What follows belongs to an exercise in optimizing a design on an open flow for small area, a short achievable clock period and few clock cycles; a production flow would make more cautious choices.
Where RTL was checked, it was by simulation tests only, not by an equivalence proof against the original.
No functional check of the RTL was part of run 1.
No activity file was given, so power comes from the tool's default toggle rates.

==> flow/config.mk <==
export PLATFORM = sky130hd
export DESIGN_NAME = divider
export DESIGN_NICKNAME = divider
export VERILOG_FILES = /design/flow/design.v
export SDC_FILE = /design/flow/constraint.sdc
export NUM_CORES = 4
export LEC_CHECK = 0
export CAP_MARGIN = 20
export CORE_MARGIN = 2
export CORE_UTILIZATION = 45
export PLACE_DENSITY = 0.6
export SETUP_SLACK_MARGIN = 1.0
export SLEW_MARGIN = 20
==> flow/standard.sh <==
#!/bin/bash
# synth_recipe.tcl (not shown) runs the flow's synth.tcl, then flattens the netlist and writes it again
# the make line also repeats each setting of config.mk as NAME=value (left out here)
make -C /OpenROAD-flow-scripts/flow DESIGN_CONFIG=/design/flow/config.mk WORK_HOME=/design/flow/orfs CLKGATE_MAP_FILE= SYNTH_SCRIPT=/design/flow/synth_recipe.tcl "${@:-finish}"
==> flow/design.v <==
`timescale 1ns/1ps
module divider #(
    parameter XLEN_WIDTH = 32
)(
    input                   clk_i,
    input                   rst_i,
    input                   stall_i,
    input  logic [XLEN_WIDTH-1:0]      a_i,
    input  logic [XLEN_WIDTH-1:0]      b_i,
    input  logic            req_i,
    input  logic            kill_i,
    input  logic [ 1 : 0]   operation_sel_i,
    output logic [XLEN_WIDTH-1:0]      div_result_o,
    output logic            ready_o,
    output logic            result_valid_o
);
function automatic [5:0] clz32(input [31:0] x);
    reg [15:0] z1, c1;
    reg [7:0]  z2; reg [1:0] c2 [0:7];
    reg [3:0]  z3; reg [2:0] c3 [0:3];
    reg [1:0]  z4; reg [3:0] c4 [0:1];
    reg [4:0]  c5;
    integer i;
    begin
        for (i = 0; i < 16; i = i + 1) begin
            z1[i] = ~(x[2*i+1] | x[2*i]);
            c1[i] = ~x[2*i+1];
        end
        for (i = 0; i < 8; i = i + 1) begin
            z2[i] = z1[2*i+1] & z1[2*i];
            c2[i] = z1[2*i+1] ? {1'b1, c1[2*i]} : {1'b0, c1[2*i+1]};
        end
        for (i = 0; i < 4; i = i + 1) begin
            z3[i] = z2[2*i+1] & z2[2*i];
            c3[i] = z2[2*i+1] ? {1'b1, c2[2*i]} : {1'b0, c2[2*i+1]};
        end
        for (i = 0; i < 2; i = i + 1) begin
            z4[i] = z3[2*i+1] & z3[2*i];
            c4[i] = z3[2*i+1] ? {1'b1, c3[2*i]} : {1'b0, c3[2*i+1]};
        end
        c5 = z4[1] ? {1'b1, c4[0]} : {1'b0, c4[1]};
        clz32 = (z4[1] & z4[0]) ? 6'd32 : {1'b0, c5};
    end
endfunction
wire is_div    = ~operation_sel_i[1];
wire is_signed = ~operation_sel_i[0];
wire a_neg     = is_signed & a_i[31];
wire b_neg     = is_signed & b_i[31];
wire b_zero    = (b_i == 32'b0);
wire [31:0] abs_a = a_neg ? -a_i : a_i;
wire [31:0] abs_b = b_neg ? -b_i : b_i;
wire res_neg   = is_div ? (a_neg ^ b_neg) : a_neg;
wire a_pow2 = &(~a_i[30:0] | a_i[31:1]);
wire b_pow2 = &(~b_i[30:0] | b_i[31:1]);
wire [5:0] lz_a = clz32(a_i ^ {32{a_i[31]}}) - {5'b0, a_i[31] & a_pow2};
wire [5:0] lz_b = clz32(b_i ^ {32{b_i[31]}}) - {5'b0, b_i[31] & b_pow2};
wire [5:0] clz_a = (a_i[31] & ~is_signed) ? 6'd0 : lz_a;
wire [5:0] clz_b = (b_i[31] & ~is_signed) ? 6'd0 : lz_b;
wire [6:0] shamt = {1'b0, clz_b} - {1'b0, clz_a};
localparam S_IDLE  = 2'd0,
           S_SETUP = 2'd1,
           S_CALC  = 2'd2,
           S_FIX   = 2'd3;
reg [1:0] S;
reg [31:0] R;        
reg [31:0] D;        
reg [3:0]  cnt;      
wire [33:0] t1 = {2'b0, R} - {2'b0, D};
wire [33:0] t2 = {2'b0, R} - {1'b0, D, 1'b0};
wire [34:0] cx = {3'b0, R};
wire [34:0] cy = ~{3'b0, D};
wire [34:0] cz = ~{2'b0, D, 1'b0};
wire [34:0] cs = cx ^ cy ^ cz;
wire [34:0] cc = (cx & cy) | (cx & cz) | (cy & cz);
wire [35:0] t3w = {cs, 1'b1} + {cc[33:0], 1'b1, 1'b1};
wire [34:0] t3 = t3w[35:1];
wire ge1 = ~t1[33];
wire ge2 = ~t2[33];
wire ge3 = ~t3[34];
wire [1:0] qd = {ge2, ge3 | (ge1 & ~ge2)};
wire [31:0] R_nx = ge3 ? t3[31:0] : ge2 ? t2[31:0] : ge1 ? t1[31:0] : R;
wire last        = (cnt == 4'd0);
wire start   = (S == S_IDLE) & req_i;
wire quick   = b_zero | shamt[6];
wire near    = (shamt[5:1] == 5'd0);
wire [31:0] direct = is_div ? {32{b_zero}} : a_i;
wire done_calc  = (S == S_CALC) & last & ~res_neg;
wire done_fix   = (S == S_FIX);
wire finish     = (start & quick) | done_calc | done_fix;
always_ff @(posedge clk_i) begin
    if (rst_i)
        S <= S_IDLE;
    else if (kill_i)
        S <= S_IDLE;
    else case (S)
        S_IDLE:  S <= (req_i & ~quick) ? (near ? S_CALC : S_SETUP) : S_IDLE;
        S_SETUP: S <= S_CALC;
        S_CALC:  S <= last ? (res_neg ? S_FIX : S_IDLE) : S_CALC;
        default: S <= S_IDLE;
    endcase
end
always_ff @(posedge clk_i) begin
    case (S)
        S_IDLE:  begin R <= abs_a; D <= abs_b; cnt <= shamt[4:1]; end
        S_SETUP: begin R <= abs_a; D <= D << {cnt, 1'b0}; cnt <= shamt[4:1]; end
        default: begin R <= R_nx;  D <= D >> 2; cnt <= cnt - 4'd1; end
    endcase
end
always_ff @(posedge clk_i) begin
    if (start)
        div_result_o <= direct;
    else if (S == S_CALC)
        div_result_o <= (last & ~is_div) ? R_nx : {div_result_o[29:0], qd};
    else if (S == S_FIX)
        div_result_o <= -div_result_o;
end
always_ff @(posedge clk_i) begin
    if (rst_i) begin
        ready_o        <= 1'b1;
        result_valid_o <= 1'b0;
    end else begin
        ready_o        <= kill_i | ((S == S_IDLE) & ~req_i) | finish;
        result_valid_o <= ~kill_i & (finish | (stall_i & result_valid_o));
    end
end
endmodule
==> flow/constraint.sdc <==
create_clock -name core_clock -period 5.5 [get_ports {clk_i}]
set_input_delay 1.1000 -clock core_clock [delete_from_list [all_inputs] [get_ports {clk_i}]]
set_output_delay 1.1000 -clock core_clock [all_outputs]
set_load 0.01 [all_outputs]
==> flow/flow/run.sh <==
#!/bin/bash
# Standard layout, with the port buffers made from plain buffers rather than
# the delay cells buffer_ports picks by default.
set -e
cp standard.sh standard_sh.log
export BUFFER_PORTS_ARGS="-buffer_cell sky130_fd_sc_hd__buf_2"
bash standard.sh > standard.log 2>&1
==> results of run 1 <==
-- state kept, by name (all words and copies together) (netlist names) --
name / count
S: 2
R: 32
cnt: 4
div_result_o: 32
result_valid_o: 1
ready_o: 1
D: 32
-- cell type report --
class,count,area (µm²),share of cell area (%)
multi-input combinational,1861,12900,72.6
sequential,104,2410,13.5
timing repair buffer,185,1270,7.14
tap,455,569,3.20
inverter,87,338,1.90
clock buffer,12,246,1.38
clock inverter,4,52.6,0.295
-- power by group through the flow --
| stage | sequential [mW] | combinational [mW] | clock, mW |
|---|---|---|---|
| detailed placement | 1.14 | 4.85 | 0 |
| CTS | 1.12 | 4.94 | 0.690 |
| global route | 1.14 | 5.66 | 0.719 |
| finish | 1.13 | 5.20 | 0.684 |
| global placement | 1.14 | 4.84 | 0 |
| floorplan | 1.06 | 3.58 | 0 |
-- worst min path at each step --
stage                    from             end  slack [ns]  cells past startpoint
2_1_floorplan           D[30]           D[28]        0.45                      2
3_3_place_gp   result_valid_o  result_valid_o        0.46                      2
3_5_place_dp   result_valid_o  result_valid_o        0.47                      2
4_1_cts        result_valid_o  result_valid_o        0.48                      2
5_1_grt        result_valid_o  result_valid_o        0.52                      2
6_report       result_valid_o  result_valid_o        0.47                      2
-- metal layers --
metal	track usage (%)	part of all wire, %	wire, µm
met4	10.4	3.4	2090
met5	0	0	0
met1	50.6	47	28500
met3	4.02	9.2	5570
met2	46.9	40	24600
-- cell usage in the layout, fill, tap and decap left out, types with 34 or more instances in the layout --
master / count
sky130_fd_sc_hd__nand2_1: 240
sky130_fd_sc_hd__a21oi_1: 214
sky130_fd_sc_hd__nor2_1: 199
sky130_fd_sc_hd__o21ai_0: 126
sky130_fd_sc_hd__ha_1: 108
sky130_fd_sc_hd__xnor2_1: 100
sky130_fd_sc_hd__buf_2: 90
sky130_fd_sc_hd__buf_4: 81
sky130_fd_sc_hd__inv_1: 77
sky130_fd_sc_hd__dfxtp_1: 69
sky130_fd_sc_hd__xor2_1: 66
sky130_fd_sc_hd__nand3_1: 55
sky130_fd_sc_hd__nor3_1: 52
sky130_fd_sc_hd__mux2i_1: 47
sky130_fd_sc_hd__a31oi_1: 47
sky130_fd_sc_hd__a21o_1: 39
sky130_fd_sc_hd__o211ai_1: 34
sky130_fd_sc_hd__fa_1: 34
-- worst max-delay path, cell delays in order --
cell and delay [ns]:
sky130_fd_sc_hd__buf_4 0.14, sky130_fd_sc_hd__buf_12 0.14, sky130_fd_sc_hd__or3_4 0.40, sky130_fd_sc_hd__o22ai_4 0.15, sky130_fd_sc_hd__nand2_4 0.10, sky130_fd_sc_hd__a311o_1 0.31
sky130_fd_sc_hd__a32oi_2 0.22, sky130_fd_sc_hd__ha_2 0.25, sky130_fd_sc_hd__and3_1 0.21, sky130_fd_sc_hd__xor2_1 0.16, sky130_fd_sc_hd__nor2_1 0.07, sky130_fd_sc_hd__ha_1 0.34
sky130_fd_sc_hd__inv_1 0.10, sky130_fd_sc_hd__o21bai_1 0.07, sky130_fd_sc_hd__a21oi_1 0.16, sky130_fd_sc_hd__xnor2_1 0.08, sky130_fd_sc_hd__or4_1 0.50, sky130_fd_sc_hd__o32a_1 0.31
sky130_fd_sc_hd__a2111oi_2 0.18
-- logic make-up (layout without fill, tap and decap cells) --
group,count (synthesis),count (layout)
mux,52,52
fa+ha+maj,147,147
simple gates,740,740
xor+xnor,168,168
buf+inv,236,288
compound gates,754,754
flops,104,104
-- stage by stage --
step | area [µm²] | total power [mW]
finish | 17800 | 7.01
global route | 17800 | 7.52
CTS | 17500 | 6.75
detailed placement | 16800 | 5.99
global placement | 16800 | 5.97
floorplan | 15900 | 4.64
-- repair_timing --
action,4_1_cts,5_1_grt
setup endpoints to repair,45,47
gates resized for setup,53,52
pin swaps,27,22
buffers inserted,21,8
gates cloned,2,0
==> summary.txt, run 1 <==
- After Yosys synthesis, and, or, nand and nor cells account for 22.1% of the synthesized area.
- The count of hold buffers inserted by post-cts repair is 0.
- The startpoint identified for the worst register-to-register timing path is D[11].
- Cells fill 51.6% of the core in the end.
- The initial utilization of the core area, before any placement, comes to 45.6%.
- The count of nets left with antenna violations once routing finished came out at 0.
- The endpoint type of the worst setup path is a flop.
- The routed wire length per instance is 22.4 µm.
- Global routing finished with a remaining overflow of 0.
- The static leakage is 7.17 nW.
- Setup repair after global routing could not meet its margin everywhere.
- The total number of vias is 17,500.
- The clock tree from TritonCTS is yes.
- In this run the horizontal extent of the chip is 191 µm.
- The register area share after synthesis is 15.2%.
- The routed design has 60.7 mm of wire.
- In this run, synthesis produced a sequential element count of 104.
- After synthesis, the share of flip-flops with an asynchronous set or reset is 0%.
- The most frequent cell after synthesis is sky130_fd_sc_hd__nand2_1.
- The fraction of layout cells with a size suffix above 1 is 14.3%.
- Along the worst path, the maximum fanout reaches 6.
- The power density over the cells is 394 mW/mm².
- Data on the critical path arrives at its endpoint at 5.00 ns.
- For this block, the initial DRC count from the detailed router was 2,046.
- STA puts the critical path data required time at 5.76 ns.
- STA classifies the critical path startpoint as an input pin.
- The first global-routing pass estimated 93.4 mm of wire.
- Internal power comes to 3.27 mW.
- Entering global routing, the biggest net connects 56 pins.
- The floorplan step defined a core boundary enclosing 0.0345 mm².
- In the synthesized netlist, the number of instances is 2,201.
- The ratio of final minimum period to clock period is 86.1%.
- The parity-gate share of the synthesized area counting xor and xnor cells is 9.33%.
- After synthesis, the largest family of logic cells by area is compound AO/OA/AOI/OAI gates.
- The number of placed instances, taps included, is 2,661.
- The net switching power is 3.74 mW.
- Row generation in the floorplan step produced 68 rows.
- The HPWL after detailed placement is 48.1 mm.
- The worst setup path endpoint is S[1].
- The worst hold path belongs to the class flop to flop.
- The later-pin clock latency in the skew report is 0.37 ns.
- The mux cell area share after synthesis is 3.55%.
- The number of buffers created by CTS is 9.
- Dividing the synthesized area by the synthesized cell count gives 7.16 µm².
- The number of port buffers is 104.
- The clock drives 104 sinks.
- The max-slew violation count was 0.
- The register share of total power is 16.1%.
- The critical path starts at b_i[31].
- Counting cells, the worst reg-to-reg path comes to 13.
- Yosys printed 7 warnings.
- The worst register-to-register path has a setup slack of 1.18 ns.
- The number of standard cells in the layout, taps in and fillers out is 2,708.
- In this run the clock root is driven by a sky130_fd_sc_hd__clkbuf_16.
- Once routing completed, OpenROAD measured the worst setup slack at 0.762 ns.
- The adder and majority cell fraction of the synthesized area is 13.3%.
- For the final routed database, the setup TNS stands at 0 ns.
- The flow ran to the end and the layout has no timing, DRC or antenna violations.
- The final weighted congestion in routability-driven placement is 0.977.
- The smallest clock period supported by the final layout is computed as 4.74 ns.
- Pin placement for this block handled 105 I/O pins.
- The relative area change from synthesis to final layout is 13.0%.
- Of the total power, the clock network draws 9.8%.
- The share of synthesized area in the top cell type comes to 9.14%.
- The number of endpoints with negative hold slack in the final report is 0.
- The final hold slack is 0.469 ns.
- Headroom to the max-slew limit came out at 28.4%.
- The synthesized netlist devotes 30.7% of its cell area to compound gates.
- The post-placement worst setup slack is -0.0197 ns.
- For this run, design rule violations remaining after detail routing come to 0.
- The total die area is 0.0366 mm².
- Sorting the synthesized cells by how often they occur yields sky130_fd_sc_hd__nand2_1, sky130_fd_sc_hd__a21oi_1, sky130_fd_sc_hd__nor2_1.
- For this run, the detailed router's first-pass iteration total came to 6.
- The number of buffers on the longest clock path is 2.
- The main flop type after synthesis is sky130_fd_sc_hd__dfxtp_1.
- The path type of the worst setup path is input pin to flop.
- The net count of the finished layout is 2,466.
- The pin slew with the least headroom to its limit is 1.07 ns.
- The number of synthesized flops with an enable pin is 32.
- The number of global-route vias before repair came to 15,900.
- The library cell with the largest summed area after synthesis is sky130_fd_sc_hd__dfxtp_1.
- The proportion of total power due to net switching is 53.4%.
- Setup violations remaining at the end of the flow were counted as 0.
- The worst clock skew is 0.0112 ns.
- The destination of the worst register-to-register timing path is div_result_o[21].
- The H-tree was split into 3 levels.
- The count of fill cells added during filler insertion is 3,547.
- The die extent in y is 191 µm.
- In this run the cell area of the synthesized design comes to 0.0158 mm².
- The relative contribution of combinational cells to total power is 74.1%.
- The number of distinct library cell variants in the gate-level netlist after synthesis is 90.
- The fmax is 211 MHz.
- The tool flagged a number of max-cap violations equal to 0.
- The overall fraction of global-route tracks in use is 32.9%.
- The clock-pin slew of the registers on the worst-case setup and hold paths is 0.08 ns.
- The initial antenna violation count is 0.
- The maximum resistive drop on vdd is 0.231 mV.
- After synthesis, the cell types taking the most area are sky130_fd_sc_hd__dfxtp_1, sky130_fd_sc_hd__ha_1, sky130_fd_sc_hd__a21oi_1.
- The number of nets in the synthesized netlist is 2,419.
- 0 antenna diodes ended up in the layout.
- The vias per cell is 6.45.
==> run 2: changes to the inputs <==
--- a/flow/design.v
+++ b/flow/design.v
@@ -84,5 +84,5 @@
 wire quick   = b_zero | shamt[6];
-wire near    = (shamt[5:1] == 5'd0);
 wire [31:0] direct = is_div ? {32{b_zero}} : a_i;
-wire done_calc  = (S == S_CALC) & last & ~res_neg;
+wire iter       = (S == S_CALC) | ((S == S_SETUP) & last);
+wire done_calc  = iter & last & ~res_neg;
 wire done_fix   = (S == S_FIX);
@@ -95,4 +95,4 @@
     else case (S)
-        S_IDLE:  S <= (req_i & ~quick) ? (near ? S_CALC : S_SETUP) : S_IDLE;
-        S_SETUP: S <= S_CALC;
+        S_IDLE:  S <= (req_i & ~quick) ? S_SETUP : S_IDLE;
+        S_SETUP,
         S_CALC:  S <= last ? (res_neg ? S_FIX : S_IDLE) : S_CALC;
@@ -104,3 +104,3 @@
         S_IDLE:  begin R <= abs_a; D <= abs_b; cnt <= shamt[4:1]; end
-        S_SETUP: begin R <= abs_a; D <= D << {cnt, 1'b0}; cnt <= shamt[4:1]; end
+        S_SETUP: begin R <= last ? R_nx : abs_a; D <= D << {cnt, 1'b0}; cnt <= shamt[4:1]; end
         default: begin R <= R_nx;  D <= D >> 2; cnt <= cnt - 4'd1; end
@@ -111,3 +111,3 @@
         div_result_o <= direct;
-    else if (S == S_CALC)
+    else if (iter)
         div_result_o <= (last & ~is_div) ? R_nx : {div_result_o[29:0], qd};
==> run 2 against run 1 <==
Against the previous run:
- still clean
- clock power up 2%
- register-to-register slack got worse by 0.06 ns
- cell count down 0.81%
- global-route usage rose by 0.36 points
- via count is 0.10% lower
- critical path depth shrank 2
- largest cell class unchanged
- largest power group unchanged
==> summary.txt, run 2 <==
- The post-synthesis instance area was 0.0158 mm² (+0.38%).
- The number of nets in the layout came to 2,447 (-0.77%).
- The total grt overflow is 0 (unchanged).
- The tightest min-delay check is of the flop to flop type.
- The number of nets in the synthesized netlist is 2,430 (+0.45%).
- The main flop type after synthesis is sky130_fd_sc_hd__dfxtp_1.
- The number of storage elements in the synthesis netlist is 104 (unchanged).
- The total I/O pin count is 105 (unchanged).
- In the final layout, the registers with the most flip-flops are D: 32 flops, R: 32 flops, div_result_o: 32 flops.
- The total power consumption of the routed design was 8.09 mW (+15%).
- The total number of vias was 17,500 (-0.10%).
- The max-slew violation count is 0 (unchanged).
- The post-detailed-route DRC marker count came to 0 (unchanged).
- The number of nets with antenna violations after detailed routing is 0 (unchanged).
- The proportion of synthesized flip-flops having asynchronous set or reset is 0% (unchanged).
- The post-route setup TNS is 0 ns (unchanged).
- After synthesis, the cell types taking the most area are sky130_fd_sc_hd__dfxtp_1, sky130_fd_sc_hd__ha_1, sky130_fd_sc_hd__a21oi_1.
- The wire length of the first global-routing pass is 93.7 mm (+0.30%).
- The run finished with no timing, DRC or antenna violations.
- The global-route track usage on met3 is 6.37% (+2.3 points).
- The horizontal die dimension is 192 µm (+0.19%).
- The total of max-cap violations was 0 (unchanged).
- The register share of total power came to 14.6% (-1.5 points).
- The static leakage is 6.99 nW (-2.4%).
- The number of endpoints with negative hold slack in the final report is 0 (unchanged).
- The register area share after synthesis is 15.2% (-0.058 points).
- The total die area is 0.0367 mm² (+0.37%).
- The die extent in y came to 192 µm (+0.19%).
- The overall fraction of global-route tracks in use is 33.3% (+0.36 points).
- The shortest clock period the worst path allows after layout is 4.38 ns (-0.361 ns).
- The data arrival time at the worst-slack endpoint is 4.51 ns (-0.49 ns).
- The power density over the cells is 468 mW/mm² (+19%).
- The met2 usage is 54.5% (+7.6 points).
- The final hold slack is 0.471 ns (+0.00152 ns).
- The post-detailed-routing wire length is 62.0 mm (+2.2%).
- The final count of negative-setup-slack endpoints is 0 (unchanged).
- The vias per cell was 6.50 (+0.72%).
- The detailed-router iteration count before antenna repair is 6 (unchanged).
- The pin count of the biggest net entering global routing came to 49 (-13%).
- The worst clock skew is 0.0200 ns (+0.00882 ns).
- The number of global-route vias before repair is 16,300 (+2.5%).
- The number of buffers created by CTS is 9 (unchanged).
- The most common cell in the synthesized netlist is sky130_fd_sc_hd__nand2_1.
- The fmax came to 228 MHz (+8.3%).
- The library cell with the largest summed area after synthesis is sky130_fd_sc_hd__dfxtp_1.
- The fraction of layout cells with a size suffix above 1 came to 11.4% (-3.0 points).
- The endpoint type of the worst setup path is a flop.
- The gate count after technology mapping is 2,209 (+0.36%).
- In the layout the commonest cells are sky130_fd_sc_hd__nand2_1, sky130_fd_sc_hd__a21oi_1, sky130_fd_sc_hd__nor2_1.
- The most common cell after layout, fill and taps aside is sky130_fd_sc_hd__nand2_1.
- The HPWL after detailed placement is 50.0 mm (+3.9%).
- The relative contribution of combinational cells to total power is 76.7% (+2.6 points).
- The number of port buffers is 104 (unchanged).
- The maximum fanout encountered on the critical timing path is 6 (unchanged).
- The number of DRC markers in iteration 0 is 1,881 (-8.1%).
- The internal power is 3.62 mW (+11%).
- The proportion of total power due to net switching is 55.2% (+1.8 points).
- The routed wire length per instance is 23.1 µm (+3.1%).
- The initial antenna violation count is 0 (unchanged).
- The CTS sink count was 104 (unchanged).
- The worst setup path is launched from a flop.
- The number of buffers on the longest clock path came to 2 (unchanged).
- The clock power share is 8.7% (-1.1 points).
- The later-pin clock latency in the skew report is 0.39 ns (+0.02 ns).
- Relative to the synthesized area, the layout overhead comes to 9.14%.
- TritonCTS built the clock tree.
- The average size of a mapped cell is 7.17 µm² (about the same).
- The antenna cell count is 0 (unchanged).
- The number of rows in the core area is 68 (unchanged).
- The pin slew with the least headroom to its limit is 0.984 ns (-0.0890 ns).
- In this run the clock root is driven by a sky130_fd_sc_hd__clkbuf_16.
- The worst setup path is of the flop to flop kind.
- Setup repair after global routing could not meet its margin everywhere.
- The number of distinct library cell variants in the gate-level netlist after synthesis is 90 (unchanged).
- The net switching power is 4.47 mW (+19%).
- The number of synthesized flops with an enable pin is 32 (unchanged).
- The routing usage on met1 is 41.7% (-8.9 points).
- The global-route layer with the greatest usage is met2.
- The final weighted congestion in routability-driven placement came to 0.999 (+2.3%).
- The share of the synthesized area in the top cell type came to 9.11% (-0.035 points).
- The worst relative slew slack is 34.2% (+5.9 points).
- The count of fill cells added during filler insertion is 3,524 (-0.65%).
- The ratio of final minimum period to clock period is 79.6% (-6.6 points).
- The clock-pin slew of the registers on the worst-case setup and hold paths is 0.09 ns (about the same).
- The required time reported for the critical path endpoint is 5.64 ns (-0.12 ns).
- The initial standard-cell utilization of the core is 45.7% (+0.061 points).
- The number of synthesis warnings was 7 (unchanged).
- By count the netlist is led by sky130_fd_sc_hd__nand2_1, sky130_fd_sc_hd__a21oi_1, sky130_fd_sc_hd__nor2_1.
- The maximum resistive drop on vdd was 0.309 mV (+34%).
- The area inside the core boundary was 0.0346 mm² (+0.25%).
- The flop-to-flop setup slack was 1.12 ns (-0.06 ns).
- The maximum level of the CTS H-tree is 3 (unchanged).
==> run 2: changes by cell type after synthesis, moves of 12 or more <==
cell,delta
sky130_fd_sc_hd__a21oi_1,-12
sky130_fd_sc_hd__a31oi_1,-13
sky130_fd_sc_hd__mux2i_1,-14
sky130_fd_sc_hd__nand2_1,+14
sky130_fd_sc_hd__nor2_1,-15
sky130_fd_sc_hd__o221ai_1,-12
sky130_fd_sc_hd__o22ai_1,+22
==> run 2: layout make-up <==
class	instances	area (µm²)	share of cell area [%]
inverters	85	323	1.87
flip-flops and latches	104	2400	13.9
multi-input cells	1867	12700	73.7
clock inverters	7	80.1	0.464
well taps	455	569	3.30
clock buffers	9	225	1.30
repair buffers	159	948	5.49
==> run 2: stage by stage <==
stage | util [%] | worst slack, ns | instances | cell area [µm²]
final | 49.9 | 1.12 | 2686 | 17300
after floorplan | - | 0.964 | 2209 | 16000
after CTS | 49.3 | 1.01 | 2674 | 17100
after detailed placement | 48.3 | 0.605 | 2658 | 16700
after global routing | 49.9 | 0.935 | 2686 | 17300
after global placement | 48.3 | 0.692 | 2658 | 16700
==> run 2: logic make-up (layout without fill, tap and decap cells) <==
family / after synthesis / after routing / share of synthesized area (%)
AND/OR/NAND/NOR: 744 / 744 / 22.1
adder cells (fa/ha/maj): 150 / 150 / 13.5
buffers and inverters: 238 / 260 / 6.02
AO/OA/AOI/OAI: 769 / 769 / 31.4
flip-flops: 104 / 104 / 15.2
multiplexers: 37 / 37 / 2.51
XOR/XNOR: 167 / 167 / 9.24
==> run 2: routing by layer <==
layer | share of wire, % | up-vias
met5 | 0 | -
met4 | 4.8 | 0
met3 | 8.4 | 164
met2 | 46 | 832
met1 | 40 | 8266
li1 | - | 8188
==> run 2: power groups by stage <==
stage / clock network [mW] / registers (mW) / logic (mW)
6_report: 0.701 / 1.18 / 6.21
3_3_place_gp: 0 / 1.20 / 5.96
4_1_cts: 0.707 / 1.18 / 6.04
5_1_grt: 0.729 / 1.20 / 6.75
2_1_floorplan: 0 / 1.10 / 4.36
3_5_place_dp: 0 / 1.20 / 5.98
==> run 2: timing repair <==
item | 4_1_cts | 5_1_grt
buffers inserted | 0 | 12
hold buffers | 0 | 0
endpoints found under the setup margin | 3 | 35
gates resized for setup | 3 | 38
pin swaps | 0 | 16
==> run 2: final timing paths <==
kind,from,end,depth (start not counted)
worst max-delay path,D[0],div_result_o[29],17
worst min-delay path,result_valid_o,result_valid_o,2
worst max register to register,D[0],div_result_o[29],17
worst min register to register,result_valid_o,result_valid_o,2
==> run 2: worst max-delay path, stage by stage, from the launching register on <==
cell	delay, ns
sky130_fd_sc_hd__dfxtp_1	0.43
sky130_fd_sc_hd__buf_4	0.21
sky130_fd_sc_hd__inv_1	0.09
sky130_fd_sc_hd__fa_1	0.47
sky130_fd_sc_hd__inv_1	0.07
sky130_fd_sc_hd__ha_1	0.16
sky130_fd_sc_hd__inv_1	0.05
sky130_fd_sc_hd__fa_1	0.43
sky130_fd_sc_hd__a211oi_1	0.24
sky130_fd_sc_hd__o21ai_1	0.19
sky130_fd_sc_hd__o21bai_1	0.28
sky130_fd_sc_hd__a21oi_1	0.15
sky130_fd_sc_hd__or2_2	0.36
sky130_fd_sc_hd__a211oi_2	0.28
sky130_fd_sc_hd__o21ai_0	0.14
sky130_fd_sc_hd__xor2_1	0.19
sky130_fd_sc_hd__a2bb2oi_2	0.28
sky130_fd_sc_hd__a21oi_1	0.11
Testbench counts of run 2, summed over its fixed seeds: cycles 64,645.
==> run 3: changes to the inputs <==
--- a/flow/config.mk
+++ b/flow/config.mk
@@ -11,3 +11,3 @@
 export PLACE_DENSITY = 0.6
-export SETUP_SLACK_MARGIN = 1.0
+export SETUP_SLACK_MARGIN = 0.85
 export SLEW_MARGIN = 20
==> run 3 against run 2 <==
Against the previous run:
- clock-buffer cell count unchanged
- first-iteration DRC count down 13%
- die area unchanged
- sequential power about the same
- clock skew down 0.0020 ns
- still clean
- cell count down 0.52%
- largest power group unchanged
- global-route usage up 0.18 points
- fmax down 2.7%
==> summary.txt, run 3 <==
- The final count of negative-setup-slack endpoints is 0 (unchanged).
- The number of global-route vias before repair was 16,200 (-0.70%).
- The area occupied by registers was 0.00241 mm² (about the same).
- The average size of a mapped cell is 7.17 µm² (unchanged).
- The area inside the core boundary is 0.0346 mm² (unchanged).
- The worst relative slew slack is 28.5% (-5.8 points).
- The wire length of the first global-routing pass came to 94.0 mm (+0.30%).
- The CTS sink count came to 104 (unchanged).
- Leaving out fill and tap cells, the most frequent cells in the layout are sky130_fd_sc_hd__nand2_1, sky130_fd_sc_hd__a21oi_1, sky130_fd_sc_hd__nor2_1.
- The flow ran to the end and the layout has no timing, DRC or antenna violations.
- The most common cell after layout, fill and taps aside is sky130_fd_sc_hd__nand2_1.
- The fraction of layout cells with a size suffix above 1 is 9.92% (-1.5 points).
- The number of rows in the core area came to 68 (unchanged).
- The smallest setup slack after layout is 1.00 ns (-0.122 ns).
- The final design instance area without fill came to 0.0171 mm² (-1.2%).
- The data arrival time at the worst-slack endpoint is 4.82 ns (+0.31 ns).
- The total grt overflow was 0 (unchanged).
- The met3 wirelength from detailed routing is 3.96 mm (-24%).
- The internal power is 3.60 mW (-0.63%).
- The worst hold-check path type is flop to flop.
- The proportion of total power due to net switching is 55.4% (+0.14 points).
- The endpoint type of the worst setup path is a flop.
- Setup repair after global routing could not meet its margin everywhere.
- The initial antenna violation count was 0 (unchanged).
- The register share of total power came to 14.7% (about the same).
- The gate count after technology mapping was 2,209 (unchanged).
- The most frequent cell after synthesis is sky130_fd_sc_hd__nand2_1.
- Of all cell types, the one taking the most synthesized area is sky130_fd_sc_hd__dfxtp_1.
- The final hold slack is 0.485 ns (+0.0146 ns).
- The clock power share is 8.4% (-0.3 points).
- The antenna cell count was 0 (unchanged).
- The share of the synthesized area in the top cell type came to 9.11% (unchanged).
- The met2 wirelength from detailed routing was 29.7 mm (+2.9%).
- The fmax is 222 MHz (-2.7%).
- The post-route setup TNS was 0 ns (unchanged).
- The post-synthesis instance area is 0.0158 mm² (unchanged).
- The number of synthesized flops with an enable pin is 32 (unchanged).
- The clock-pin slew of the registers on the worst-case setup and hold paths is 0.09 ns (about the same).
- The power density over the cells was 473 mW/mm² (+0.91%).
- The maximum fanout encountered on the critical timing path is 8 (+2).
- The vias per cell is 6.41 (-1.3%).
- The largest registers in the layout are D: 32 flops, R: 32 flops, div_result_o: 32 flops.
- The total I/O pin count is 105 (unchanged).
- The total of max-cap violations is 0 (unchanged).
- The maximum resistive drop on vdd is 0.297 mV (-3.7%).
- The number of storage elements in the synthesis netlist is 104 (unchanged).
- The pin count of the biggest net entering global routing came to 49 (unchanged).
- The pin slew with the least headroom to its limit is 1.07 ns (+0.0890 ns).
- The number of nets with antenna violations after detailed routing came to 0 (unchanged).
- The number of endpoints with negative hold slack in the final report is 0 (unchanged).
- The number of synthesis warnings came to 7 (unchanged).
- The commonest cells after synthesis are sky130_fd_sc_hd__nand2_1, sky130_fd_sc_hd__a21oi_1, sky130_fd_sc_hd__nor2_1.
- The horizontal die dimension was 192 µm (unchanged).
- The count of fill cells added during filler insertion is 3,532 (+0.23%).
- The standard cell area after detailed placement is 0.0166 mm² (-0.54%).
- The static leakage is 6.91 nW (-1.2%).
- The worst clock skew was 0.0180 ns (-0.00200 ns).
- The post-detailed-routing wire length came to 62.3 mm (+0.41%).
- The cell at the root of the clock tree is sky130_fd_sc_hd__clkbuf_16.
- The total number of vias is 17,100 (-1.8%).
- The number of buffers on the longest clock path is 2 (unchanged).
- The initial standard-cell utilization of the core came to 45.7% (unchanged).
- The later-pin clock latency in the skew report is 0.39 ns (about the same).
- The topmost layer with routed signal wires is met4.
- The max-slew violation count is 0 (unchanged).
- The number of port buffers was 104 (unchanged).
- The proportion of synthesized flip-flops having asynchronous set or reset is 0% (unchanged).
- The number of buffers created by CTS came to 9 (unchanged).
- The shortest clock period the worst path allows after layout is 4.50 ns (+0.122 ns).
- The startpoint kind of the worst setup timing path is an input pin.
- TritonCTS built the clock tree.
- The required time reported for the critical path endpoint is 5.82 ns (+0.18 ns).
- The number of cells in the design after placement is 2,653 (-0.19%).
- The relative contribution of combinational cells to total power is 76.8% (about the same).
- The number of DRC markers in iteration 0 is 1,633 (-13%).
- The total die area is 0.0367 mm² (unchanged).
- The number of nets in the layout is 2,433 (-0.57%).
- The number of distinct library cell variants in the gate-level netlist after synthesis is 90 (unchanged).
- The maximum level of the CTS H-tree is 3 (unchanged).
- The combined area of the multi-input logic cells is 0.0126 mm² (-0.97%).
- The post-detailed-route DRC marker count is 0 (unchanged).
- The routed wire length per instance is 23.3 µm (+0.93%).
- The post-placement worst setup slack is 0.389 ns (-0.216 ns).
- The die extent in y is 192 µm (unchanged).
- The net switching power came to 4.46 mW (about the same).
- The detailed-routing wirelength on met1 is 25.4 mm (+1.6%).
- The ratio of final minimum period to clock period is 81.8% (+2.2 points).
- The worst setup path is of the input pin to flop kind.
- The number of standard cells in the layout, taps in and fillers out was 2,672 (-0.52%).
- The number of nets in the synthesized netlist is 2,430 (unchanged).
- The HPWL after detailed placement is 50.0 mm (about the same).
- In the post-synthesis netlist, the biggest area contributors are sky130_fd_sc_hd__dfxtp_1, sky130_fd_sc_hd__ha_1, sky130_fd_sc_hd__a21oi_1.
- The main flop type after synthesis is sky130_fd_sc_hd__dfxtp_1.
- The register area share after synthesis is 15.2% (unchanged).
- The final weighted congestion in routability-driven placement was 1.02 (+2.5%).
- The overall fraction of global-route tracks in use was 33.5% (+0.18 points).
- The relative area change from synthesis to final layout is 7.81%.
- The detailed-router iteration count before antenna repair is 8 (+2).
-- run 3: worst paths after layout --
| path | start | endpoint | slack (ns) | depth (start not counted) |
|---|---|---|---|---|
| setup / recovery | b_i[27] | result_valid_o | 1.00 | 19 |
| hold / removal | D[29] | D[27] | 0.49 | 2 |
| setup reg to reg | D[2] | div_result_o[9] | 1.04 | 13 |
| hold reg to reg | D[29] | D[27] | 0.49 | 2 |
-- run 3: cell families (layout without fill, tap and decap cells) --
group           count (synthesis)  count (layout)  share of synthesized area (%)
xor+xnor                      167             167                           9.24
fa+ha+maj                     150             150                           13.5
compound gates                769             769                           31.4
mux                            37              37                           2.51
flops                         104             104                           15.2
buf+inv                       238             246                           6.02
simple gates                  744             744                           22.1
-- run 3: power by group through the flow --
| stage | Clock (mW) | Combinational (mW) | Sequential [mW] |
|---|---|---|---|
| 2_1_floorplan | 0 | 4.35 | 1.10 |
| 3_3_place_gp | 0 | 6.01 | 1.20 |
| 3_5_place_dp | 0 | 6.03 | 1.20 |
| 4_1_cts | 0.689 | 6.10 | 1.18 |
| 5_1_grt | 0.717 | 6.74 | 1.21 |
| 6_report | 0.680 | 6.20 | 1.19 |
-- run 3: routing by layer --
| metal | global-route usage [%] | vias up |
|---|---|---|
| met1 | 41.5 | 8142 |
| met3 | 4.30 | 151 |
| li1 | - | 8161 |
| met5 | 0 | - |
| met4 | 17.1 | 0 |
| met2 | 56.6 | 684 |
-- run 3: layout make-up --
type | instances | area share, %
multi-input combinational | 1867 | 73.8
sequential | 104 | 14.1
timing repair buffer | 145 | 5.11
tap | 455 | 3.34
inverter | 85 | 1.91
clock buffer | 9 | 1.32
clock inverter | 7 | 0.381
-- run 3: critical path, stage by stage --
cell and delay, ns:
sky130_fd_sc_hd__buf_2 0.15, sky130_fd_sc_hd__or4_4 0.58, sky130_fd_sc_hd__o22ai_2 0.18, sky130_fd_sc_hd__nand2_1 0.13
sky130_fd_sc_hd__nor2_2 0.18, sky130_fd_sc_hd__nand2_1 0.12, sky130_fd_sc_hd__o32a_1 0.37, sky130_fd_sc_hd__ha_1 0.22
sky130_fd_sc_hd__ha_1 0.21, sky130_fd_sc_hd__xnor2_1 0.14, sky130_fd_sc_hd__nor2_1 0.21, sky130_fd_sc_hd__ha_4 0.25
sky130_fd_sc_hd__a21o_1 0.16, sky130_fd_sc_hd__a21oi_2 0.16, sky130_fd_sc_hd__nor2b_1 0.07, sky130_fd_sc_hd__o21a_1 0.17
sky130_fd_sc_hd__o21ai_2 0.15, sky130_fd_sc_hd__a221oi_2 0.10, sky130_fd_sc_hd__a21boi_1 0.15
-- run 3: timing repair --
action,4_1_cts,5_1_grt
pin swaps,0,5
hold buffers,0,0
endpoints found under the setup margin,5,34
setup buffers,0,3
gates resized for setup,5,22
-- run 3: stage by stage --
stage	total power [mW]	utilization, %
6_report	8.07	49.3
5_1_grt	8.67	49.3
4_1_cts	7.97	49.0
3_5_place_dp	7.23	48.1
3_3_place_gp	7.21	48.1
2_1_floorplan	5.45	-
==> run 4: changes to the inputs <==
--- a/flow/config.mk
+++ b/flow/config.mk
@@ -11,3 +11,3 @@
 export PLACE_DENSITY = 0.6
-export SETUP_SLACK_MARGIN = 0.85
+export SETUP_SLACK_MARGIN = 1.15
 export SLEW_MARGIN = 20
==> run 4 against run 3 <==
Against the previous run:
- still clean
- via count rose by 1.9%
- clock skew grew 0.0022 ns
- global-route usage down 0.43 points
- combinational power grew 2%
- non-clock buffer count rose by 15
- first-iteration DRC count shrank 3.8%
- area after synthesis did not move
- routed wire length down 0.73%
- largest power group unchanged
- highest routed layer unchanged
==> summary.txt, run 4 <==
- The routed wire length per instance is 23.0 µm (-1.3%).
- The internal power is 3.69 mW (+2.4%).
- The HPWL after detailed placement is 49.6 mm (-0.82%).
- The number of distinct library cell variants in the gate-level netlist after synthesis is 90 (unchanged).
- The average size of a mapped cell was 7.17 µm² (unchanged).
- The fraction of layout cells with a size suffix above 1 is 12.1% (+2.1 points).
- The total I/O pin count is 105 (unchanged).
- The static leakage is 7.06 nW (+2.1%).
- The relative contribution of combinational cells to total power is 76.9% (about the same).
- The proportion of synthesized flip-flops having asynchronous set or reset is 0% (unchanged).
- The total of max-cap violations is 0 (unchanged).
- The flop-to-flop setup slack is 1.34 ns (+0.30 ns).
- The final weighted congestion in routability-driven placement is 1.01 (-1.8%).
- Clock tree synthesis selected as its root buffer the cell sky130_fd_sc_hd__clkbuf_16.
- The count of fill cells added during filler insertion was 3,499 (-0.93%).
- In the final layout, the registers with the most flip-flops are D: 32 flops, R: 32 flops, div_result_o: 32 flops.
- The number of rows in the core area is 68 (unchanged).
- The post-route setup TNS came to 0 ns (unchanged).
- The horizontal die dimension is 192 µm (unchanged).
- The maximum resistive drop on vdd is 0.307 mV (+3.3%).
- The largest total area in the synthesized netlist belongs to sky130_fd_sc_hd__dfxtp_1.
- The number of global-route vias before repair is 16,400 (+1.4%).
- The number of synthesis warnings was 7 (unchanged).
- The maximum fanout encountered on the critical timing path is 11 (+3).
- The later-pin clock latency in the skew report was 0.39 ns (about the same).
- The worst clock skew is 0.0202 ns (+0.00219 ns).
- The shortest clock period the worst path allows after layout came to 4.33 ns (-0.164 ns).
- The wire length of the first global-routing pass was 93.3 mm (-0.79%).
- The maximum level of the CTS H-tree is 3 (unchanged).
- The number of nets with antenna violations after detailed routing was 0 (unchanged).
- The register share of total power came to 14.5% (-0.2 points).
- In this run the critical register-to-register path is launched from D[2].
- The number of buffers on the longest clock path is 2 (unchanged).
- The overall fraction of global-route tracks in use came to 33.0% (-0.43 points).
- The worst relative slew slack is 33.4% (+5.0 points).
- The worst hold path endpoint is result_valid_o.
- The post-detailed-route DRC marker count was 0 (unchanged).
- The clock power share is 8.6% (+0.2 points).
- The worst hold path begins at result_valid_o.
- The count of hold buffers inserted by post-cts repair came to 0 (unchanged).
- The share of the synthesized area in the top cell type is 9.11% (unchanged).
- In the layout the commonest cells are sky130_fd_sc_hd__nand2_1, sky130_fd_sc_hd__a21oi_1, sky130_fd_sc_hd__nor2_1.
- The post-placement worst setup slack is 0.603 ns (+0.214 ns).
- The smallest setup slack after layout is 1.17 ns (+0.164 ns).
- The vias per cell is 6.50 (+1.3%).
- Compared with the post-synthesis result, the final layout area differs by 10.5%.
- The number of endpoints with negative hold slack in the final report is 0 (unchanged).
- The required time reported for the critical path endpoint is 5.83 ns (about the same).
- The number of synthesized flops with an enable pin is 32 (unchanged).
- The total die area is 0.0367 mm² (unchanged).
- The number of nets in the layout is 2,448 (+0.62%).
- The data arrival time at the worst-slack endpoint is 4.66 ns (-0.16 ns).
- The gate count after technology mapping is 2,209 (unchanged).
- The fmax is 231 MHz (+3.8%).
- The number of storage elements in the synthesis netlist came to 104 (unchanged).
- TritonCTS built the clock tree.
- The number of buffers created by CTS is 9 (unchanged).
- The number of port buffers is 104 (unchanged).
- The initial standard-cell utilization of the core is 45.7% (unchanged).
- The run finished with no timing, DRC or antenna violations.
- The ratio of final minimum period to clock period came to 78.8% (-3.0 points).
- The initial antenna violation count came to 0 (unchanged).
- The worst reg2reg path depth is 14 (+1).
- Yosys instantiated no cell more often than sky130_fd_sc_hd__nand2_1.
- The total number of vias is 17,500 (+1.9%).
- The proportion of total power due to net switching is 55.0% (-0.36 points).
- The area inside the core boundary is 0.0346 mm² (unchanged).
- In the synthesized netlist the dominant register cell turns out to be sky130_fd_sc_hd__dfxtp_1.
- Setup repair after global routing could not meet its margin everywhere.
- The register area share after synthesis is 15.2% (unchanged).
- The post-detailed-routing wire length is 61.8 mm (-0.73%).
- The destination of the worst register-to-register timing path is div_result_o[28].
- STA classifies the critical path startpoint as an input pin.
- The total grt overflow was 0 (unchanged).
- The CTS sink count was 104 (unchanged).
- The number of stages on the worst hold path is 2 (unchanged).
- Sorting the synthesized cells by how often they occur yields sky130_fd_sc_hd__nand2_1, sky130_fd_sc_hd__a21oi_1, sky130_fd_sc_hd__nor2_1.
- The final count of negative-setup-slack endpoints was 0 (unchanged).
- The most common cell after layout, fill and taps aside is sky130_fd_sc_hd__nand2_1.
- Yosys attributes the largest share of cell area to sky130_fd_sc_hd__dfxtp_1, sky130_fd_sc_hd__ha_1, sky130_fd_sc_hd__a21oi_1.
- The final hold slack is 0.469 ns (-0.0164 ns).
- The die extent in y came to 192 µm (unchanged).
- The detailed-router iteration count before antenna repair is 6 (-2).
- The number of nets in the synthesized netlist was 2,430 (unchanged).
- The pin slew with the least headroom to its limit is 0.996 ns (-0.0767 ns).
- The max-slew violation count was 0 (unchanged).
- The clock-pin slew of the registers on the worst-case setup and hold paths came to 0.09 ns (about the same).
- The pin count of the biggest net entering global routing is 49 (unchanged).
- The number of DRC markers in iteration 0 is 1,571 (-3.8%).
- The power density over the cells is 469 mW/mm² (-0.83%).
- The min-delay analysis places its worst path in the category flop to flop.
- The path type of the worst setup path is input pin to flop.
- The net switching power is 4.51 mW (+0.98%).
- STA classifies the critical path endpoint as a flop.
- The post-synthesis instance area is 0.0158 mm² (unchanged).
[run 4: worst max path at each step]
stage / from / endpoint / cells past startpoint
after detailed placement: b_i[31] / result_valid_o / 19
after CTS: a_i[6] / result_valid_o / 19
after global routing: b_i[21] / result_valid_o / 18
final: b_i[21] / result_valid_o / 18
after global placement: a_i[0] / result_valid_o / 19
after floorplan: a_i[5] / result_valid_o / 19
[run 4: cell families (layout without fill, tap and decap cells)]
group | count (synthesis) | in the layout | share of synthesized area [%]
xor gates and xnor gates | 167 | 167 | 9.24
buffers and inverters | 238 | 261 | 6.02
other | 0 | 1 | 0
and+or+nand+nor | 744 | 744 | 22.1
muxes | 37 | 37 | 2.51
AOI/OAI and AO/OA | 769 | 769 | 31.4
adders and majority gates | 150 | 150 | 13.5
DFF | 104 | 104 | 15.2
[run 4: power groups by stage]
| stage | combinational (mW) | clock [mW] | sequential (mW) |
|---|---|---|---|
| 6_report | 6.30 | 0.706 | 1.19 |
| 5_1_grt | 6.88 | 0.728 | 1.20 |
| 2_1_floorplan | 4.36 | 0 | 1.10 |
| 3_5_place_dp | 5.95 | 0 | 1.20 |
| 4_1_cts | 6.07 | 0.708 | 1.19 |
| 3_3_place_gp | 5.93 | 0 | 1.20 |
[run 4: stage by stage]
stage / util (%) / cells / power (mW) / instance area (µm²)
5_1_grt: 50.5 / 2687 / 8.81 / 17500
6_report: 50.5 / 2688 / 8.20 / 17500
2_1_floorplan: - / 2209 / 5.46 / 16000
3_5_place_dp: 48.2 / 2651 / 7.15 / 16700
3_3_place_gp: 48.2 / 2651 / 7.13 / 16700
4_1_cts: 49.5 / 2672 / 7.97 / 17100
[run 4: area by class of cell]
class	instances	area (µm²)	share of cell area [%]
antenna	1	2.50	0.0143
clock buffer	9	225	1.29
clock inverter	7	75.1	0.429
inverter	85	323	1.85
multi-input combinational	1867	12900	73.5
sequential	104	2410	13.8
tap	455	569	3.26
timing repair buffer	160	1030	5.90
[run 4: per-layer routing]
metal,global-route usage [%],vias to the layer above,part of all wire [%],routed length [µm]
met1,41.9,8298,41,25300
met4,16.9,0,5.2,3200
met5,0,-,0,0
li1,-,8175,-,-
met2,53.4,825,46,28300
met3,5.95,169,8.3,5110
[run 4: what timing repair did]
item	4_1_cts	5_1_grt
endpoints found under the setup margin	58	37
pin swaps	6	30
resized for setup	27	62
cloned	0	0
buffers inserted	5	15
[run 4: worst max-delay path: stages]
cell	delay, ns
sky130_fd_sc_hd__buf_2	0.17
sky130_fd_sc_hd__or4_4	0.55
sky130_fd_sc_hd__o22ai_4	0.20
sky130_fd_sc_hd__nand2_4	0.09
sky130_fd_sc_hd__nor2_4	0.14
sky130_fd_sc_hd__nand2_2	0.07
sky130_fd_sc_hd__o32a_1	0.35
sky130_fd_sc_hd__ha_2	0.20
sky130_fd_sc_hd__ha_2	0.35
sky130_fd_sc_hd__nor2_4	0.05
sky130_fd_sc_hd__fa_2	0.39
sky130_fd_sc_hd__a21o_1	0.20
sky130_fd_sc_hd__a21oi_2	0.17
sky130_fd_sc_hd__nor2b_1	0.07
sky130_fd_sc_hd__o21a_1	0.17
sky130_fd_sc_hd__o21ai_2	0.14
sky130_fd_sc_hd__a221oi_2	0.09
sky130_fd_sc_hd__a21boi_1	0.16
==> run 5: changes to the inputs <==
--- a/flow/config.mk
+++ b/flow/config.mk
@@ -9,5 +9,5 @@
 export CORE_MARGIN = 2
-export CORE_UTILIZATION = 45
-export PLACE_DENSITY = 0.6
-export SETUP_SLACK_MARGIN = 1.15
+export CORE_UTILIZATION = 55
+export PLACE_DENSITY = 0.7
+export SETUP_SLACK_MARGIN = 1.0
 export SLEW_MARGIN = 20
==> run 5 against run 4 <==
Against the previous run:
- still clean on timing, DRC and antenna
- first-iteration DRC count rose by 28%
- core utilization rose by 9.6 points
- register-to-register slack got worse by 0.15 ns
- hold slack improved by 0.013 ns
- via count rose by 1.4%
- fmax fell by 1.6%
- final area fell by 1.9%
- highest routed layer unchanged
==> summary.txt, run 5 <==
- The worst reg2reg path depth is 16 (+2).
- The critical path starts at a_i[19].
- The CTS sink count came to 104 (unchanged).
- The die extent in y was 174 µm (-9.3%).
- The number of cells in the design after placement is 2,578 (-2.8%).
- In the layout the commonest cells are sky130_fd_sc_hd__nand2_1, sky130_fd_sc_hd__a21oi_1, sky130_fd_sc_hd__nor2_1.
- The number of buffers on the longest clock path is 2 (unchanged).
- The startpoint kind of the worst setup timing path is an input pin.
- The area inside the core boundary came to 0.0285 mm² (-18%).
- The most common cell in the synthesized netlist is sky130_fd_sc_hd__nand2_1.
- The HPWL after detailed placement was 48.1 mm (-3.0%).
- The largest registers in the layout are D: 32 flops, R: 32 flops, div_result_o: 32 flops.
- The fmax came to 227 MHz (-1.6%).
- The shortest clock period the worst path allows after layout is 4.41 ns (+0.0723 ns).
- The internal power is 3.63 mW (-1.7%).
- The number of rows in the core area is 62 (-8.8%).
- From synthesis to final layout, the design area changed by 8.38%.
- The static leakage is 6.93 nW (-1.7%).
- The total of max-cap violations is 0 (unchanged).
- The register share of total power is 15.1% (+0.6 points).
- The initial antenna violation count is 0 (unchanged).
- The relative contribution of combinational cells to total power is 76.4% (-0.5 points).
- The total die area is 0.0302 mm² (-18%).
- The post-placement worst setup slack is 0.449 ns (-0.154 ns).
- The flop-to-flop setup slack is 1.19 ns (-0.15 ns).
- Leaving out fill and tap cells, the most frequent cell in the layout is sky130_fd_sc_hd__nand2_1.
- The post-detailed-routing wire length came to 60.6 mm (-2.0%).
- The worst relative slew slack is 30.7% (-2.7 points).
- The post-detailed-route DRC marker count came to 0 (unchanged).
- The met2 wirelength from detailed routing is 27.9 mm (-1.4%).
- The library cell with the largest summed area after synthesis is sky130_fd_sc_hd__dfxtp_1.
- The routed wire length per instance was 23.3 µm (+1.4%).
- The worst setup path endpoint is result_valid_o.
- The path type of the worst setup path is input pin to flop.
- The net switching power is 4.50 mW (-0.17%).
- The number of synthesis warnings is 7 (unchanged).
- The count of hold buffers inserted by post-cts repair was 0 (unchanged).
- The share of the synthesized area in the top cell type came to 9.11% (unchanged).
- The post-route core utilization is 60.1% (+9.6 points).
- The number of nets with antenna violations after detailed routing came to 0 (unchanged).
- Walking the worst path, the cells encountered are buf_2, or4_1, o22ai_1, nand2b_1, o221ai_1, and3_1, ha_2, ha_4, nand2b_4, fa_2, a21o_1, a21oi_2, nor2b_1, o21a_1, o21ai_2, a221oi_2, a21boi_1.
- The total grt overflow is 0 (unchanged).
- The detailed-routing wirelength on met1 was 23.5 mm (-6.9%).
- The pin slew with the least headroom to its limit is 1.04 ns (+0.0424 ns).
- The number of storage elements in the synthesis netlist was 104 (unchanged).
- The post-route setup TNS is 0 ns (unchanged).
- Setup repair after global routing left no endpoint under its margin.
- The max-slew violation count is 0 (unchanged).
- The largest incremental delay on the critical path is 0.64 ns (+0.09 ns).
- The clock-pin slew of the registers on the worst-case setup and hold paths is 0.08 ns (about the same).
- The maximum fanout encountered on the critical timing path came to 10 (-1).
- The highest-delay cell along the critical path is sky130_fd_sc_hd__or4_1.
- The ratio of final minimum period to clock period came to 80.1% (+1.3 points).
- The final weighted congestion in routability-driven placement is 1.05 (+4.0%).
- The clock power share is 8.5% (about the same).
- The endpoint type of the worst setup path is a flop.
- The number of DRC markers in iteration 0 is 2,013 (+28%).
- The min-delay analysis places its worst path in the category flop to flop.
- The average size of a mapped cell is 7.17 µm² (unchanged).
- The register area share after synthesis was 15.2% (unchanged).
- The number of nets in the layout came to 2,432 (-0.65%).
- The gate count after technology mapping was 2,209 (unchanged).
- The standard cell area after detailed placement came to 0.0166 mm² (-0.56%).
- The total I/O pin count is 105 (unchanged).
- TritonCTS built the clock tree.
- The final count of negative-setup-slack endpoints is 0 (unchanged).
- The topmost layer with routed signal wires is met4.
- The required time reported for the critical path endpoint came to 5.80 ns (-0.03 ns).
- The maximum resistive drop on vdd is 0.264 mV (-14%).
- The number of nets in the synthesized netlist is 2,430 (unchanged).
- The post-synthesis instance area is 0.0158 mm² (unchanged).
- The wire length of the first global-routing pass is 92.7 mm (-0.61%).
- The proportion of total power due to net switching is 55.4% (+0.39 points).
- The antenna cell count is 0 (-1).
- Among all flip-flop cells after synthesis, the most frequent one is sky130_fd_sc_hd__dfxtp_1.
- The detailed-router iteration count before antenna repair was 9 (+3).
- The later-pin clock latency in the skew report is 0.38 ns (about the same).
- The fraction of layout cells with a size suffix above 1 is 11.0% (-1.0 points).
- The number of distinct library cell variants in the gate-level netlist after synthesis came to 90 (unchanged).
- The final design instance area without fill is 0.0172 mm² (-1.9%).
- The smallest setup slack after layout was 1.09 ns (-0.0723 ns).
- The maximum level of the CTS H-tree is 3 (unchanged).
- Sorting the synthesized cells by how often they occur yields sky130_fd_sc_hd__nand2_1, sky130_fd_sc_hd__a21oi_1, sky130_fd_sc_hd__nor2_1.
- The overall fraction of global-route tracks in use is 38.9% (+5.9 points).
- The number of standard cells in the layout, taps in and fillers out is 2,600 (-3.3%).
- The cell at the root of the clock tree is sky130_fd_sc_hd__clkbuf_16.
- The worst clock skew is 0.0256 ns (+0.00540 ns).
- The flow ran to the end and the layout has no timing, DRC or antenna violations.
- The proportion of synthesized flip-flops having asynchronous set or reset is 0% (unchanged).
- The pin count of the biggest net entering global routing is 50 (+2.0%).
- The number of endpoints with negative hold slack in the final report came to 0 (unchanged).
- The number of buffers created by CTS came to 9 (unchanged).
- The number of global-route vias before repair is 16,500 (+0.41%).
- The met3 wirelength from detailed routing is 5.43 mm (+6.2%).
- The endpoint identified for the worst register-to-register timing path is div_result_o[22].
- The power density over the cells is 474 mW/mm² (+1.1%).
- The data arrival time at the worst-slack endpoint is 4.71 ns (+0.05 ns).
- The vias per cell came to 6.81 (+4.9%).
- The number of port buffers is 104 (unchanged).
- The worst reg2reg path startpoint is D[2].
- Yosys attributes the largest share of cell area to sky130_fd_sc_hd__dfxtp_1, sky130_fd_sc_hd__ha_1, sky130_fd_sc_hd__a21oi_1.
- The number of synthesized flops with an enable pin is 32 (unchanged).
- The initial standard-cell utilization of the core is 55.4% (+9.7 points).
- The horizontal die dimension is 174 µm (-9.3%).
- The total number of vias is 17,700 (+1.4%).
[run 5: per-stage QoR]
step | power [mW] | hold WS (ns)
6_report | 8.13 | 0.482
5_1_grt | 8.68 | 0.496
2_1_floorplan | 5.46 | 0.454
3_5_place_dp | 7.16 | 0.468
4_1_cts | 7.89 | 0.487
3_3_place_gp | 7.10 | 0.457
[run 5: timing repair]
item / in CTS / in global routing
setup endpoints to repair: 6 / 38
hold endpoints to repair: 0 / 0
gates resized for setup: 5 / 49
setup buffers: 0 / 6
pin swaps: 0 / 22
[run 5: power groups by stage]
stage,Clock [mW],Combinational (mW),Sequential [mW]
floorplan,0,4.36,1.10
global placement,0,5.86,1.23
detailed placement,0,5.92,1.24
CTS,0.685,5.99,1.22
global route,0.713,6.72,1.24
finish,0.687,6.21,1.23
[run 5: how the worst min path moves through the flow]
stage	cells after the start	from	end	slack (ns)
3_5_place_dp	2	D[29]	D[27]	0.47
6_report	2	result_valid_o	result_valid_o	0.48
2_1_floorplan	2	D[29]	D[27]	0.45
5_1_grt	2	result_valid_o	result_valid_o	0.50
3_3_place_gp	2	result_valid_o	result_valid_o	0.46
4_1_cts	2	D[29]	D[27]	0.49
[run 5: cells by family (layout without fill, tap and decap cells)]
family	count (synthesis)	in the layout	share of synthesized area (%)
buf+inv	238	245	6.02
flops	104	104	15.2
mux	37	37	2.51
fa+ha+maj	150	150	13.5
simple gates	744	744	22.1
xor+xnor	167	167	9.24
compound gates	769	769	31.4
[run 5: metal layers]
layer,vias to the layer above,track usage [%]
met5,-,0
met4,0,22.3
met3,220,7.96
met2,982,63.5
met1,8353,47.8
li1,8162,-
[run 5: final cells by class]
type	instances	area [µm²]
well taps	384	480
flip-flops and latches	104	2410
inverters	85	325
multi-input cells	1867	12800
clock inverters	7	83.8
clock buffers	9	225
fillers	2828	11400
repair buffers	144	870
[run 5: critical path, delay by kind of cell]
| family | cells | cell delay, ns |
|---|---|---|
| AOI/OAI and AO/OA | 8 | 1.38 |
| buffers and inverters | 1 | 0.21 |
| adders and majority gates | 3 | 0.82 |
| and+or+nand+nor | 5 | 1.21 |
==> run 6: changes to the inputs <==
--- a/flow/config.mk
+++ b/flow/config.mk
@@ -9,4 +9,4 @@
 export CORE_MARGIN = 2
-export CORE_UTILIZATION = 55
-export PLACE_DENSITY = 0.7
+export CORE_UTILIZATION = 38
+export PLACE_DENSITY = 0.5
 export SETUP_SLACK_MARGIN = 1.0
==> run 6 against run 5 <==
Against the previous run:
- core utilization fell by 17 points
- global-route usage fell by 9.6 points
- clock skew down 0.0079 ns
- still clean on timing, DRC and antenna
- largest power group unchanged
==> summary.txt, run 6 <==
- The flow ran to the end and the layout has no timing, DRC or antenna violations.
- The area inside the core boundary is 0.0410 mm² (+44%).
- The highest-delay cell along the critical path is sky130_fd_sc_hd__or4_4.
- In this run the worst hold path is classified as flop to flop.
- The final hold slack is 0.497 ns (+0.0154 ns).
- The power density over the cells is 469 mW/mm² (-0.90%).
- The shortest clock period the worst path allows after layout is 4.39 ns (-0.0177 ns).
- The worst min-delay path startpoint is D[29].
- The compound-cell area share of the yosys netlist is 31.4% (unchanged).
- The number of rows in the core area came to 74 (+19%).
- From synthesis to final layout, the design area changed by 10.8%.
- The CTS sink count was 104 (unchanged).
- The number of buffers created by CTS came to 9 (unchanged).
- In the post-synthesis netlist, the biggest area contributors are sky130_fd_sc_hd__dfxtp_1, sky130_fd_sc_hd__ha_1, sky130_fd_sc_hd__a21oi_1.
- The final count of negative-setup-slack endpoints is 0 (unchanged).
- The number of global-route vias before repair is 16,500 (-0.13%).
- The worst relative slew slack is 27.0% (-3.7 points).
- The post-synthesis instance area came to 0.0158 mm² (unchanged).
- The initial standard-cell utilization of the core is 38.6% (-17 points).
- The total of max-cap violations is 0 (unchanged).
- The pin slew with the least headroom to its limit is 1.09 ns (+0.0538 ns).
- The library cell with the largest summed area after synthesis is sky130_fd_sc_hd__dfxtp_1.
- The post-route setup TNS is 0 ns (unchanged).
- The startpoint kind of the worst setup timing path is an input pin.
- The detailed-routing wirelength on met1 came to 27.5 mm (+17%).
- The register area share after synthesis came to 15.2% (unchanged).
- The vias per cell is 6.24 (-8.4%).
- The proportion of synthesized flip-flops having asynchronous set or reset was 0% (unchanged).
- By area, the combinational part of the netlist is dominated by compound AO/OA/AOI/OAI gates.
- The worst clock skew is 0.0177 ns (-0.00787 ns).
- The overall fraction of global-route tracks in use is 29.3% (-9.6 points).
- The average size of a mapped cell is 7.17 µm² (unchanged).
- The pin count of the biggest net entering global routing is 49 (-2.0%).
- The total I/O pin count came to 105 (unchanged).
- The total grt overflow is 0 (unchanged).
- The post-detailed-routing wire length is 65.5 mm (+8.0%).
- In this run the critical register-to-register path is launched from D[1].
- The HPWL after detailed placement is 52.8 mm (+9.7%).
- The data arrival time at the worst-slack endpoint is 4.70 ns (about the same).
- The number of storage elements in the synthesis netlist is 104 (unchanged).
- The number of synthesized flops with an enable pin is 32 (unchanged).
- The post-detailed-route DRC marker count was 0 (unchanged).
- The max-slew violation count is 0 (unchanged).
- The worst register-to-register path ends at div_result_o[31].
- The path type of the worst setup path is input pin to flop.
- The routed wire length per instance is 23.7 µm (+1.4%).
- The most common cell after layout, fill and taps aside is sky130_fd_sc_hd__nand2_1.
- The highest layer touched by signal routing is met4.
- The initial antenna violation count is 0 (unchanged).
- The number of port buffers is 104 (unchanged).
- The required time reported for the critical path endpoint is 5.82 ns (+0.02 ns).
- The total number of vias is 17,300 (-2.4%).
- The area occupied by registers is 0.00240 mm² (about the same).
- The number of nets with antenna violations after detailed routing was 0 (unchanged).
- The ratio of final minimum period to clock period is 79.8% (-0.32 points).
- The number of distinct library cell variants in the gate-level netlist after synthesis is 90 (unchanged).
- The worst reg2reg path depth is 14 (-2).
- The flop-to-flop setup slack is 1.20 ns (about the same).
- The critical path starts at b_i[24].
- The final weighted congestion in routability-driven placement is 0.954 (-8.9%).
- In the layout the commonest cells are sky130_fd_sc_hd__nand2_1, sky130_fd_sc_hd__a21oi_1, sky130_fd_sc_hd__nor2_1.
- The static leakage was 7.04 nW (+1.5%).
- The number of synthesis warnings is 7 (unchanged).
- In the post-synthesis netlist, the cell with the most instances is sky130_fd_sc_hd__nand2_1.
- The adder and majority cell fraction of the synthesized area is 13.5% (unchanged).
- The commonest cells after synthesis are sky130_fd_sc_hd__nand2_1, sky130_fd_sc_hd__a21oi_1, sky130_fd_sc_hd__nor2_1.
- The met3 wirelength from detailed routing is 4.41 mm (-19%).
- The main flop type after synthesis is sky130_fd_sc_hd__dfxtp_1.
- The number of buffers on the longest clock path is 2 (unchanged).
- The later-pin clock latency in the skew report came to 0.38 ns (about the same).
- The maximum fanout encountered on the critical timing path came to 8 (-2).
- The met2 wirelength from detailed routing is 31.3 mm (+12%).
- The count of fill cells added during filler insertion came to 4,342 (+54%).
- The count of hold buffers inserted by post-cts repair is 0 (unchanged).
- STA classifies the critical path endpoint as a flop.
- The number of nets in the synthesized netlist is 2,430 (unchanged).
- The horizontal die dimension is 208 µm (+20%).
- The parity-gate share of the synthesized area counting xor and xnor cells is 9.24% (unchanged).
- The number of DRC markers in iteration 0 was 1,388 (-31%).
- The fmax is 228 MHz (+0.40%).
- The maximum level of the CTS H-tree is 3 (unchanged).
- In this run the clock root is driven by a sky130_fd_sc_hd__clkbuf_16.
- The gate count after technology mapping is 2,209 (unchanged).
- The number of nets in the layout is 2,450 (+0.74%).
- The combined area of the multi-input logic cells is 0.0128 mm² (+0.60%).
- The area share of and/or/nand/nor cells after synthesis was 22.1% (unchanged).
- TritonCTS built the clock tree.
- Traced cell by cell, the critical path runs through buf_2, or4_4, o22ai_2, nand2_2, nor2_4, nand2_2, o32a_1, ha_2, ha_2, nor2_4, fa_2, a21o_1, a21oi_2, nor2b_1, o21a_1, o21ai_2, a221oi_2, a21boi_1.
- The total die area was 0.0433 mm² (+44%).
- The die extent in y came to 208 µm (+20%).
- In the final layout, the registers with the most flip-flops are D: 32 flops, R: 32 flops, div_result_o: 32 flops.
- The worst setup path endpoint is result_valid_o.
- The mux cell area share after synthesis is 2.51% (unchanged).
- The largest incremental delay on the critical path is 0.56 ns (-0.08 ns).
- The wire length of the first global-routing pass was 98.8 mm (+6.6%).
- The fraction of layout cells with a size suffix above 1 is 12.0% (+0.94 points).
- The clock-pin slew of the registers on the worst-case setup and hold paths is 0.08 ns (about the same).
- The detailed-router iteration count before antenna repair is 6 (-3).
- The maximum resistive drop on vdd is 0.239 mV (-9.7%).
- The number of endpoints with negative hold slack in the final report is 0 (unchanged).
- Setup repair after global routing could not meet its margin everywhere.
- The share of the synthesized area in the top cell type came to 9.11% (unchanged).
[run 6: worst min-delay path by stage]
stage	to	cells past startpoint
after floorplan	D[27]	2
after global placement	D[27]	2
after detailed placement	D[27]	2
after CTS	D[27]	2
after global routing	D[27]	2
final	D[27]	2
[run 6: cells by family after synthesis]
family	after synthesis
adder cells (fa/ha/maj)	150
AO/OA/AOI/OAI	769
AND/OR/NAND/NOR	744
multiplexers	37
flip-flops	104
buffers and inverters	238
XOR/XNOR	167
[run 6: stage by stage]
step / area (µm²) / utilization, % / total power [mW] / std cells / setup WS [ns]
global route: 17500 / 42.8 / 8.90 / 2766 / 0.932
global placement: 16800 / 41.0 / 7.31 / 2735 / 0.580
detailed placement: 16800 / 41.0 / 7.30 / 2735 / 0.547
CTS: 17200 / 41.9 / 8.07 / 2753 / 1.00
floorplan: 16000 / - / 5.46 / 2209 / 0.964
finish: 17500 / 42.8 / 8.24 / 2768 / 1.11
[run 6: what timing repair did]
item	in CTS	in global routing
pin swaps	2	28
gates cloned	0	1
gates resized for setup	11	70
endpoints found under the setup margin	9	46
setup buffers	2	12
[run 6: critical path: cells and delay by family]
family                     cells  cell delay (ns)
AOI/OAI and AO/OA              8             1.49
adders and majority gates      3             0.94
buffers and inverters          1             0.17
and+or+nand+nor                6             0.98
[run 6: report_power, final]
part	switching, mW	leakage [nW]	internal (mW)	total, mW
Combinational	3.96	5.98	2.40	6.36
Clock	0.354	0.142	0.327	0.681
Sequential	0.246	0.921	0.945	1.19
Total	4.56	7.04	3.68	8.24
[run 6: cell type report]
type,instances,share of cell area [%]
repair buffers,161,5.77
flip-flops and latches,104,13.7
multi-input cells,1868,73.2
clock inverters,6,0.300
clock buffers,10,1.36
inverters,85,1.84
well taps,532,3.79
diodes,2,0.0285
[run 6: per-layer routing]
metal / GRT usage [%] / vias to the layer above
li1: - / 8209
met1: 37.1 / 8279
met2: 50.8 / 689
met3: 4.45 / 108
met4: 10.2 / 0
met5: 0 / -

## re-timing with driven ports
No port has a modelled driver above. Below, the same layouts with a new extraction and two added sets of constraints. Step 1, drivers: a clkbuf_16 drives clk_i and a buf_2 each remaining input, both assumed. Step 2 times the ports against the registers' clock, not the clock port: input delays grow and output delays shrink by t, the midpoint of the rising clock arrivals with the driver on. a / b / c = no drivers / after step 1 / after step 2; a / b = the first two.
run	t (ns)	setup WS [ns]	clock arrival spread, ns	cell pins on the clock port's net
run 1	0.414	0.762 / 0.773 / 0.359	0.011 / 0.012	1
run 2	0.428	1.123 / 1.123 / 0.773	0.020 / 0.020	1
run 3	0.430	1.002 / 1.035 / 0.606	0.018 / 0.018	1
run 4	0.427	1.166 / 1.198 / 0.771	0.020 / 0.021	1
run 5	0.416	1.094 / 1.120 / 0.704	0.025 / 0.026	1
run 6	0.428	1.112 / 1.135 / 0.706	0.017 / 0.017	1
After both steps setup and hold are still met in every run listed. For run 6, which loses most, drivers alone change the setup slack by +0.023 ns; drivers and shift together by -0.406 ns.
